From an optimization exercise on the open Yosys and OpenROAD flow, aimed at small area; shortcuts taken in it are not production practice.
RTL that was checked went through simulation tests only; none was proved equivalent to the original.
The flow treats the clock pin as an ideal source. Dropping or thinning the clock tree relies on that and would not hold on a real chip.

==> job 1216: inputs <==
==> flow/design.v <==
`timescale 1ns / 1ps
module op_code(
    input clk, reset_p,
    input [3:0] key_value,
    input key_valid,
    output [63:0] result_bcd,
    output [15:0] led
);
    reg        kv_prev;
    reg        stage;       
    reg  [1:0] op;          
    reg        busy;
    reg  [6:0] t;
    reg [31:0] R1, R2;
    reg [63:0] D;
    reg [15:0] L;
    reg        c;           
    assign result_bcd = D;
    assign led = L;
    genvar g;
    wire ev = key_valid & ~kv_prev;
    wire [3:0] k = key_value;
    wire is_op  = (k[1:0] == 2'b11);
    wire is_clr = (k == 4'hc);
    wire is_eq  = (k == 4'he);
    wire is_dig = ~is_op & ~is_clr & ~is_eq;
    reg [2:0] p; reg q0, ci;
    always @(*) begin
        p = 3'd0; q0 = 1'b0; ci = 1'b0;
        case (k)
            4'h0: p = 3'd1;
            4'h1: p = 3'd2;
            4'h2: p = 3'd3;
            4'h4: p = 3'd4;
            4'h5: p = 3'd5;
            4'h6: p = 3'd6;
            4'h8: p = 3'd7;
            4'h9: begin p = 3'd7; q0 = 1'b1; end
            4'ha: begin p = 3'd7; q0 = 1'b1; ci = 1'b1; end
            default: ;
        endcase
    end
    wire ent        = ev & is_dig;
    wire start_move = ev & ~stage & is_op;
    wire start_calc = ev & stage & is_eq;
    wire uclr       = ev & (stage ? (is_clr | is_op) : (is_clr | is_eq));
    wire P0  = busy & ~t[6] & ~t[5];
    wire P1  = busy & ~t[6] &  t[5];
    wire P2  = busy &  t[6];
    wire t0  = (t[4:0] == 5'd0);
    wire t31 = (t[4:0] == 5'd31);
    wire opm  = busy & stage;          
    wire calc = busy & ~stage;         
    wire mul = calc & (op == 2'b10);
    wire div = calc & (op == 2'b11);
    wire as  = calc & ~op[1];
    wire sub = op[0];
    wire MOVE  = P0 & calc;
    wire MULT  = P1 & mul;
    wire DIV   = P1 & div;
    wire ADD   = P1 & as & t0;
    wire CONV  = P2 & ~(div & t[5]);
    wire CHAIN = opm | CONV;           
    wire        x0 = ent ? q0 : ((DIV | ADD) & R1[31]);
    wire [31:0] X = {R2[30:0], x0};
    wire        m = ~ent & (~MULT | R1[31]);
    wire [31:0] Y = ({32{ent}} & {R2[28:0], p}) | ({32{m}} & D[31:0]);
    wire        cin = ent ? ci : (DIV | (ADD & sub));
    wire [32:0] cc;
    wire [31:0] S;
    assign cc[0] = cin;
    generate for (g = 0; g < 32; g = g + 1) begin : fa
        assign S[g] = X[g] ^ Y[g] ^ cc[g];
        assign cc[g+1] = (X[g] & Y[g]) | (cc[g] & (X[g] ^ Y[g]));
    end endgenerate
    wire cout = cc[32];
    wire q = R2[31] | cout;            
    wire s = div ? R1[31] : R1[21];
    wire [64:1] Dn;
    generate for (g = 0; g < 16; g = g + 1) begin : dd
        wire [3:0] a = D[4*g +: 4];
        wire ge5 = (g < 8 ? CONV : 1'b1) & (a[3] | (a[2] & (a[1] | a[0])));
        assign Dn[4*g+4] = ge5 | a[3];
        assign Dn[4*g+3] = ge5 ? (a[3] & a[0]) : a[2];
        assign Dn[4*g+2] = ge5 ? ((a[1] & a[0]) | (a[3] & ~a[0])) : a[1];
        assign Dn[4*g+1] = a[0] ^ ge5;
    end endgenerate
    wire d0 = CONV ? s : (R2[31] ^ (div | sub));
    wire r1in = DIV ? (q & c) : (MOVE | ADD) ? sub : R2[31];
    wire [22:0] ic;
    assign ic[0] = (MULT | ADD) & cout;
    generate for (g = 0; g < 22; g = g + 1) begin : inc
        assign ic[g+1] = ic[g] & (g == 0 ? r1in : R1[g-1]);
    end endgenerate
    wire [31:0] R1sh = {R1[30:21], {R1[20:0], r1in} ^ ic[21:0]};
    wire Dlo_sh  = MOVE | CONV;
    wire Dclr    = P1 & t31;
    wire Dlo_hold = ~Dlo_sh & ~Dclr;
    wire Dhi_hold = ~CONV & ~Dclr;
    wire R1_sh   = CHAIN | MULT | DIV | ADD | (MOVE & as & ~t0);
    wire R2_S    = ~reset_p & (ent | MULT | ADD | (DIV & q));
    wire R2_sh   = ~reset_p & (CHAIN | MOVE | (DIV & ~q));
    wire R2_hold = ~reset_p & ~uclr & ~R2_S & ~R2_sh;
    wire r2in    = ((MOVE & as) | DIV) & R1[31];
    always @(posedge clk or posedge reset_p) begin
        if (reset_p) begin
            stage <= 1'b0;
            busy <= 1'b0;
            D <= 64'd0;
            L <= 16'd0;
        end else begin
            if (start_move) begin
                stage <= 1'b1;
                busy <= 1'b1;
            end else if (start_calc) begin
                stage <= 1'b0;
                busy <= 1'b1;
            end else if ((opm & t31) | (calc & t == 7'd117)) busy <= 1'b0;
            D[31:0]  <= ({32{Dlo_sh}} & {Dn[31:1], d0}) | ({32{Dlo_hold}} & D[31:0]);
            D[63:32] <= ({32{CONV}} & Dn[63:32]) | ({32{Dhi_hold}} & D[63:32]);
            if (CONV) L <= {L[14:0], s};
        end
    end
    always @(posedge clk) begin
        kv_prev <= key_valid;
        if (start_move | start_calc) t <= 7'd0;
        else if (busy) t <= t + 7'd1;
        if (start_move) op <= k[3:2];
        if (MOVE) c <= (c & ~t0) | R2[31];
        R2 <= ({32{R2_S}} & S) | ({32{R2_sh}} & {R2[30:0], r2in}) | ({32{R2_hold}} & R2);
        if (R1_sh) R1 <= R1sh;
    end
endmodule
==> flow/flow/run.sh <==
#!/bin/bash
# Own layout flow: the standard ORFS flow (standard.sh) with these changes
#  - synthesis maps the logic with an area-oriented ABC script (flow/abc.script);
#    registers are mapped before ABC runs, so they are the standard synthesis's
#  - the clock tree is built by flow/cts_custom.tcl (a root buffer and a few leaf
#    buffers, each driving an equal share of the registers) instead of
#    clock_tree_synthesis; the rest of the CTS step (legalizing, repair) is ORFS's
#  - extra ORFS variables from flow/make_args (one NAME=value per line), e.g.
#    the port buffer cell
# Each tool's full output is in orfs/logs/...; make's own output is in flow.log.
set -euo pipefail
W=$PWD
rm -rf "$W/scripts_mod"
cp -r "$FLOW_HOME/scripts" "$W/scripts_mod"
cp "$W/flow/abc.script" "$W/scripts_mod/abc_speed.script"
grep -q '^log_cmd clock_tree_synthesis {\*}\$cts_args$' "$W/scripts_mod/cts.tcl"
sed -i "s#^log_cmd clock_tree_synthesis {\*}\$cts_args\$#source $W/flow/cts_custom.tcl#" "$W/scripts_mod/cts.tcl"
grep -q "cts_custom.tcl" "$W/scripts_mod/cts.tcl"
args=("SCRIPTS_DIR=$W/scripts_mod")
if [[ -f "$W/flow/make_args" ]]; then
  while IFS= read -r line; do
    [[ -n "$line" && "$line" != \#* ]] && args+=("$line")
  done < "$W/flow/make_args"
fi
bash "$W/standard.sh" "${args[@]}" finish > "$W/flow.log" 2>&1
==> flow/flow/abc.script <==
strash
dch -f
amap
topo
==> flow/flow/cts_custom.tcl <==
# Clock tree built here in place of clock_tree_synthesis: the clock port drives
# one root buffer, which drives LEAVES leaf buffers; the registers are split
# into LEAVES groups of equal size by recursive bisection of their placement,
# and each group is driven by a leaf buffer placed at the group's centre.
set cts_leaves 10
set cts_leaf_cell sky130_fd_sc_hd__clkbuf_8
set cts_root_cell sky130_fd_sc_hd__clkbuf_8

proc cts_bisect { pts n } {
  # split the list of {x y iterm} into n groups of (nearly) equal size
  if { $n <= 1 } { return [list $pts] }
  set xs [lsort -integer [lmap p $pts { lindex $p 0 }]]
  set ys [lsort -integer [lmap p $pts { lindex $p 1 }]]
  set dx [expr { [lindex $xs end] - [lindex $xs 0] }]
  set dy [expr { [lindex $ys end] - [lindex $ys 0] }]
  set idx [expr { $dx >= $dy ? 0 : 1 }]
  set sorted [lsort -integer -index $idx $pts]
  set n1 [expr { $n / 2 }]
  set k [expr { int(round([llength $sorted] * double($n1) / $n)) }]
  return [concat [cts_bisect [lrange $sorted 0 [expr { $k - 1 }]] $n1] \
                 [cts_bisect [lrange $sorted $k end] [expr { $n - $n1 }]]]
}

set cts_block [ord::get_db_block]
set cts_db [ord::get_db]
set cts_clk [$cts_block findNet clk]
set cts_pts {}
foreach it [$cts_clk getITerms] {
  set inst [$it getInst]
  set bb [$inst getBBox]
  lappend cts_pts [list [expr { ([$bb xMin] + [$bb xMax]) / 2 }] \
                        [expr { ([$bb yMin] + [$bb yMax]) / 2 }] $it]
}
puts "custom cts: [llength $cts_pts] sinks, $cts_leaves leaves"

set rootm [$cts_db findMaster $cts_root_cell]
set leafm [$cts_db findMaster $cts_leaf_cell]
set root_net [odb::dbNet_create $cts_block clknet_root]
$root_net setSigType CLOCK
set root [odb::dbInst_create $cts_block $rootm clkbuf_root]
[$root findITerm A] connect $cts_clk
[$root findITerm X] connect $root_net

set sx 0; set sy 0; set nl 0
set i 0
foreach grp [cts_bisect $cts_pts $cts_leaves] {
  set gx 0; set gy 0
  foreach p $grp { incr gx [lindex $p 0]; incr gy [lindex $p 1] }
  set gx [expr { $gx / [llength $grp] }]
  set gy [expr { $gy / [llength $grp] }]
  set net [odb::dbNet_create $cts_block clknet_leaf_$i]
  $net setSigType CLOCK
  set buf [odb::dbInst_create $cts_block $leafm clkbuf_leaf_$i]
  $buf setLocation [expr { $gx - [$leafm getWidth] / 2 }] [expr { $gy - [$leafm getHeight] / 2 }]
  $buf setPlacementStatus PLACED
  [$buf findITerm A] connect $root_net
  [$buf findITerm X] connect $net
  foreach p $grp {
    set it [lindex $p 2]
    $it disconnect
    $it connect $net
  }
  puts "custom cts: leaf $i at ($gx, $gy) drives [llength $grp] sinks"
  incr sx $gx; incr sy $gy; incr nl
  incr i
}
$root setLocation [expr { $sx / $nl - [$rootm getWidth] / 2 }] [expr { $sy / $nl - [$rootm getHeight] / 2 }]
$root setPlacementStatus PLACED
global_connect
==> flow/flow/make_args <==
BUFFER_PORTS_ARGS=-buffer_cell sky130_fd_sc_hd__buf_1
DONT_USE_CELLS=sky130_fd_sc_hd__probe_p_8 sky130_fd_sc_hd__probec_p_8 sky130_fd_sc_hd__lpflow_bleeder_1 sky130_fd_sc_hd__lpflow_clkbufkapwr_1 sky130_fd_sc_hd__lpflow_clkbufkapwr_16 sky130_fd_sc_hd__lpflow_clkbufkapwr_2 sky130_fd_sc_hd__lpflow_clkbufkapwr_4 sky130_fd_sc_hd__lpflow_clkbufkapwr_8 sky130_fd_sc_hd__lpflow_clkinvkapwr_1 sky130_fd_sc_hd__lpflow_clkinvkapwr_16 sky130_fd_sc_hd__lpflow_clkinvkapwr_2 sky130_fd_sc_hd__lpflow_clkinvkapwr_4 sky130_fd_sc_hd__lpflow_clkinvkapwr_8 sky130_fd_sc_hd__lpflow_decapkapwr_12 sky130_fd_sc_hd__lpflow_decapkapwr_3 sky130_fd_sc_hd__lpflow_decapkapwr_4 sky130_fd_sc_hd__lpflow_decapkapwr_6 sky130_fd_sc_hd__lpflow_decapkapwr_8 sky130_fd_sc_hd__lpflow_inputiso0n_1 sky130_fd_sc_hd__lpflow_inputiso0p_1 sky130_fd_sc_hd__lpflow_inputiso1n_1 sky130_fd_sc_hd__lpflow_inputiso1p_1 sky130_fd_sc_hd__lpflow_inputisolatch_1 sky130_fd_sc_hd__lpflow_isobufsrc_1 sky130_fd_sc_hd__lpflow_isobufsrc_16 sky130_fd_sc_hd__lpflow_isobufsrc_2 sky130_fd_sc_hd__lpflow_isobufsrc_4 sky130_fd_sc_hd__lpflow_isobufsrc_8 sky130_fd_sc_hd__lpflow_isobufsrckapwr_16 sky130_fd_sc_hd__lpflow_lsbuf_lh_hl_isowell_tap_1 sky130_fd_sc_hd__lpflow_lsbuf_lh_hl_isowell_tap_2 sky130_fd_sc_hd__lpflow_lsbuf_lh_hl_isowell_tap_4 sky130_fd_sc_hd__lpflow_lsbuf_lh_isowell_4 sky130_fd_sc_hd__lpflow_lsbuf_lh_isowell_tap_1 sky130_fd_sc_hd__lpflow_lsbuf_lh_isowell_tap_2 sky130_fd_sc_hd__lpflow_lsbuf_lh_isowell_tap_4 sky130_fd_sc_hd__fill_1 sky130_fd_sc_hd__fill_2 sky130_fd_sc_hd__fill_4 sky130_fd_sc_hd__fill_8  sky130_fd_sc_hd__buf_6 sky130_fd_sc_hd__buf_8 sky130_fd_sc_hd__buf_12 sky130_fd_sc_hd__buf_16 sky130_fd_sc_hd__bufinv_8 sky130_fd_sc_hd__bufinv_16 sky130_fd_sc_hd__inv_6 sky130_fd_sc_hd__inv_8 sky130_fd_sc_hd__inv_12 sky130_fd_sc_hd__inv_16 sky130_fd_sc_hd__clkinv_8 sky130_fd_sc_hd__clkinv_16 sky130_fd_sc_hd__clkinvlp_4
==> flow/standard.sh <==
#!/bin/bash
# synth_recipe.tcl (not shown) runs the flow's synth.tcl, then flattens the netlist and writes it again
# the make line also repeats each setting of config.mk as NAME=value (left out here)
make -C /OpenROAD-flow-scripts/flow DESIGN_CONFIG=/design/flow/config.mk WORK_HOME=/design/flow/orfs CLKGATE_MAP_FILE= SYNTH_SCRIPT=/design/flow/synth_recipe.tcl "${@:-finish}"
==> flow/config.mk <==
export PLATFORM = sky130hd
export DESIGN_NAME = op_code
export DESIGN_NICKNAME = op_code
export VERILOG_FILES = /design/flow/design.v
export SDC_FILE = /design/flow/constraint.sdc
export NUM_CORES = 8
export LEC_CHECK = 0
export CAP_MARGIN = 20
export CORE_MARGIN = 2
export CORE_UTILIZATION = 65
export SLEW_MARGIN = 20
==> flow/constraint.sdc <==
create_clock -name core_clock -period 320.0 [get_ports {clk}]
set_input_delay 64.0000 -clock core_clock [delete_from_list [all_inputs] [get_ports {clk}]]
set_output_delay 64.0000 -clock core_clock [all_outputs]
set_load 0.01 [all_outputs]
==> inputs of job 7488, as changes to job 1216 <==
--- a/flow/flow/cts_custom.tcl
+++ b/flow/flow/cts_custom.tcl
@@ -3,5 +3,5 @@
 # into LEAVES groups of equal size by recursive bisection of their placement,
 # and each group is driven by a leaf buffer placed at the group's centre.
-set cts_leaves 10
+set cts_leaves 9
 set cts_leaf_cell sky130_fd_sc_hd__clkbuf_8
 set cts_root_cell sky130_fd_sc_hd__clkbuf_8
CORE_UTILIZATION = 40   (was 65)
CTS_BUF_LIST = sky130_fd_sc_hd__clkbuf_8   (was not set)
CTS_CLUSTER_SIZE = 20   (was not set)
==> inputs of job 3387, as changes to job 1216 <==
--- a/flow/design.v
+++ b/flow/design.v
@@ -105,16 +105,24 @@
     always @(posedge clk or posedge reset_p) begin
         if (reset_p) begin
+            kv_prev <= 1'b0;
             stage <= 1'b0;
             busy <= 1'b0;
+            t <= 7'd0;
             D <= 64'd0;
             L <= 16'd0;
         end else begin
+            kv_prev <= key_valid;
             if (start_move) begin
                 stage <= 1'b1;
                 busy <= 1'b1;
+                t <= 7'd0;
             end else if (start_calc) begin
                 stage <= 1'b0;
                 busy <= 1'b1;
-            end else if ((opm & t31) | (calc & t == 7'd117)) busy <= 1'b0;
+                t <= 7'd0;
+            end else if (busy) begin
+                t <= t + 7'd1;
+                if ((opm & t31) | (calc & t == 7'd117)) busy <= 1'b0;
+            end
             D[31:0]  <= ({32{Dlo_sh}} & {Dn[31:1], d0}) | ({32{Dlo_hold}} & D[31:0]);
             D[63:32] <= ({32{CONV}} & Dn[63:32]) | ({32{Dhi_hold}} & D[63:32]);
@@ -123,7 +131,4 @@
     end
     always @(posedge clk) begin
-        kv_prev <= key_valid;
-        if (start_move | start_calc) t <= 7'd0;
-        else if (busy) t <= t + 7'd1;
         if (start_move) op <= k[3:2];
         if (MOVE) c <= (c & ~t0) | R2[31];
==> flow/flow/run.sh (replaced) <==
#!/bin/bash
# Own layout flow: the standard ORFS flow (standard.sh) with these changes
#  - synthesis maps the logic with an area-oriented ABC script (flow/abc.script);
#    registers are mapped before ABC runs, so they are the standard synthesis's
#  - extra ORFS variables from flow/make_args (one NAME=value per line), e.g.
#    the port buffer cell and the clock tree options
# Each tool's full output is in orfs/logs/...; make's own output is in flow.log.
set -euo pipefail
W=$PWD
rm -rf "$W/scripts_mod"
cp -r "$FLOW_HOME/scripts" "$W/scripts_mod"
cp "$W/flow/abc.script" "$W/scripts_mod/abc_speed.script"
args=("SCRIPTS_DIR=$W/scripts_mod")
if [[ -f "$W/flow/make_args" ]]; then
  while IFS= read -r line; do
    [[ -n "$line" && "$line" != \#* ]] && args+=("$line")
  done < "$W/flow/make_args"
fi
bash "$W/standard.sh" "${args[@]}" finish > "$W/flow.log" 2>&1
==> flow/flow/make_args (replaced) <==
BUFFER_PORTS_ARGS=-buffer_cell sky130_fd_sc_hd__buf_1
DONT_USE_CELLS=sky130_fd_sc_hd__probe_p_8 sky130_fd_sc_hd__probec_p_8 sky130_fd_sc_hd__lpflow_bleeder_1 sky130_fd_sc_hd__lpflow_clkbufkapwr_1 sky130_fd_sc_hd__lpflow_clkbufkapwr_16 sky130_fd_sc_hd__lpflow_clkbufkapwr_2 sky130_fd_sc_hd__lpflow_clkbufkapwr_4 sky130_fd_sc_hd__lpflow_clkbufkapwr_8 sky130_fd_sc_hd__lpflow_clkinvkapwr_1 sky130_fd_sc_hd__lpflow_clkinvkapwr_16 sky130_fd_sc_hd__lpflow_clkinvkapwr_2 sky130_fd_sc_hd__lpflow_clkinvkapwr_4 sky130_fd_sc_hd__lpflow_clkinvkapwr_8 sky130_fd_sc_hd__lpflow_decapkapwr_12 sky130_fd_sc_hd__lpflow_decapkapwr_3 sky130_fd_sc_hd__lpflow_decapkapwr_4 sky130_fd_sc_hd__lpflow_decapkapwr_6 sky130_fd_sc_hd__lpflow_decapkapwr_8 sky130_fd_sc_hd__lpflow_inputiso0n_1 sky130_fd_sc_hd__lpflow_inputiso0p_1 sky130_fd_sc_hd__lpflow_inputiso1n_1 sky130_fd_sc_hd__lpflow_inputiso1p_1 sky130_fd_sc_hd__lpflow_inputisolatch_1 sky130_fd_sc_hd__lpflow_isobufsrc_1 sky130_fd_sc_hd__lpflow_isobufsrc_16 sky130_fd_sc_hd__lpflow_isobufsrc_2 sky130_fd_sc_hd__lpflow_isobufsrc_4 sky130_fd_sc_hd__lpflow_isobufsrc_8 sky130_fd_sc_hd__lpflow_isobufsrckapwr_16 sky130_fd_sc_hd__lpflow_lsbuf_lh_hl_isowell_tap_1 sky130_fd_sc_hd__lpflow_lsbuf_lh_hl_isowell_tap_2 sky130_fd_sc_hd__lpflow_lsbuf_lh_hl_isowell_tap_4 sky130_fd_sc_hd__lpflow_lsbuf_lh_isowell_4 sky130_fd_sc_hd__lpflow_lsbuf_lh_isowell_tap_1 sky130_fd_sc_hd__lpflow_lsbuf_lh_isowell_tap_2 sky130_fd_sc_hd__lpflow_lsbuf_lh_isowell_tap_4 sky130_fd_sc_hd__fill_1 sky130_fd_sc_hd__fill_2 sky130_fd_sc_hd__fill_4 sky130_fd_sc_hd__fill_8  sky130_fd_sc_hd__buf_6 sky130_fd_sc_hd__buf_8 sky130_fd_sc_hd__buf_12 sky130_fd_sc_hd__buf_16 sky130_fd_sc_hd__bufinv_8 sky130_fd_sc_hd__bufinv_16 sky130_fd_sc_hd__inv_6 sky130_fd_sc_hd__inv_8 sky130_fd_sc_hd__inv_12 sky130_fd_sc_hd__inv_16 sky130_fd_sc_hd__clkinv_8 sky130_fd_sc_hd__clkinv_16 sky130_fd_sc_hd__clkinvlp_4
CTS_ARGS=-sink_clustering_enable -repair_clock_nets -buf_list sky130_fd_sc_hd__clkbuf_8 -sink_clustering_size 20 -dont_use_dummy_load
CORE_UTILIZATION = 60   (was 65)
CTS_BUF_LIST = sky130_fd_sc_hd__clkbuf_8   (was not set)
CTS_CLUSTER_SIZE = 20   (was not set)
removed: flow/flow/cts_custom.tcl
==> results.ini <==
[power_and_ir_drop]
power_switching_mw=0.01944
powerClk_mw=0.0109

[routing]
detail_route.wirelength_um=17500

[cells_and_area]
final_cells=1040
comb.multi_input.count=465

[yosys]
synth_cell_types=34
syn_inst=752
synth_nets=820

[hold_path]
min_to=R1[30]

[die]
die_x_um=117.4

[timing]
worstMarginPinSlew_ns=0.9993
whs_ns=0.4123

[worst_setup_path]
crit_required_ns=320.19
crit_fanout=20

[outcome]
status=no timing/DRC/antenna violations

-- figures above: job 3387

==> results.ini <==
[outcome]
status=no timing/DRC/antenna violations

[worst_setup_path]
crit_required_ns=320.18
crit_fanout=19

[routing]
detail_route.wirelength_um=17200

[timing]
worstMarginPinSlew_ns=1.087
whs_ns=0.4280

[power_and_ir_drop]
power_switching_mw=0.02617

[yosys]
synth_nets=821
synth_cell_types=32
syn_inst=753

[hold_path]
min_to=R1[30]

[die]
die_x_um=112.7

[cells_and_area]
final_cells=1003
comb.multi_input.count=460

-- figures above: job 1216

==> results.ini <==
[power_and_ir_drop]
power_switching_mw=0.02631
powerClk_mw=0.00894

[yosys]
synth_cell_types=32
syn_inst=753
synth_nets=821
seq_area_frac_synth_pct=50.81

[routing]
detail_route.wirelength_um=17280

[hold_path]
min_to=R1[24]

[cells_and_area]
final_cells=1095
comb.multi_input.count=460

[timing]
worstMarginPinSlew_ns=1.097
whs_ns=0.4327

[worst_setup_path]
crit_fanout=19

[die]
die_x_um=142.6

[outcome]
status=no timing/DRC/antenna violations

-- figures above: job 7488

The RTL of job 3387 was laid out without a check of its function. The clock cells of job 1216 and job 7488 come from the design's own scripts or RTL, not from TritonCTS.

[re-timing with driven ports]
The flow's constraints put no driver on any port. The routed layouts listed below were extracted and timed again, unchanged, in two steps.
Step 1 assumes that a clkbuf_16 drives the clock port and a buf_2 every other input.
Step 2 adds t to the input delays and takes it off the output delays; t is the mean of the earliest and latest rising clock arrival at the registers after step 1. Input paths then give back, and output paths get back, about the clock's delay inside the block.
Slacks: ideal ports / drivers / drivers and shift; pairs: ideal ports / drivers.
run | shift t [ns] | setup WS [ns] | worst slew at a driven data input, ns | cell pins on the clock port's net
job 1216 | 0.446 | 235.443 / 235.454 / 235.008 | 0.03 | 1
job 7488 | 0.468 | 235.719 / 235.736 / 235.268 | 0.03 | 1
job 3387 | 0.473 | 234.710 / 234.722 / 234.249 | 0.03 | 1
After both steps every run listed still meets setup and hold. The setup slack of job 3387, which loses most, moves by +0.012 ns with the drivers and by -0.461 ns with both steps.
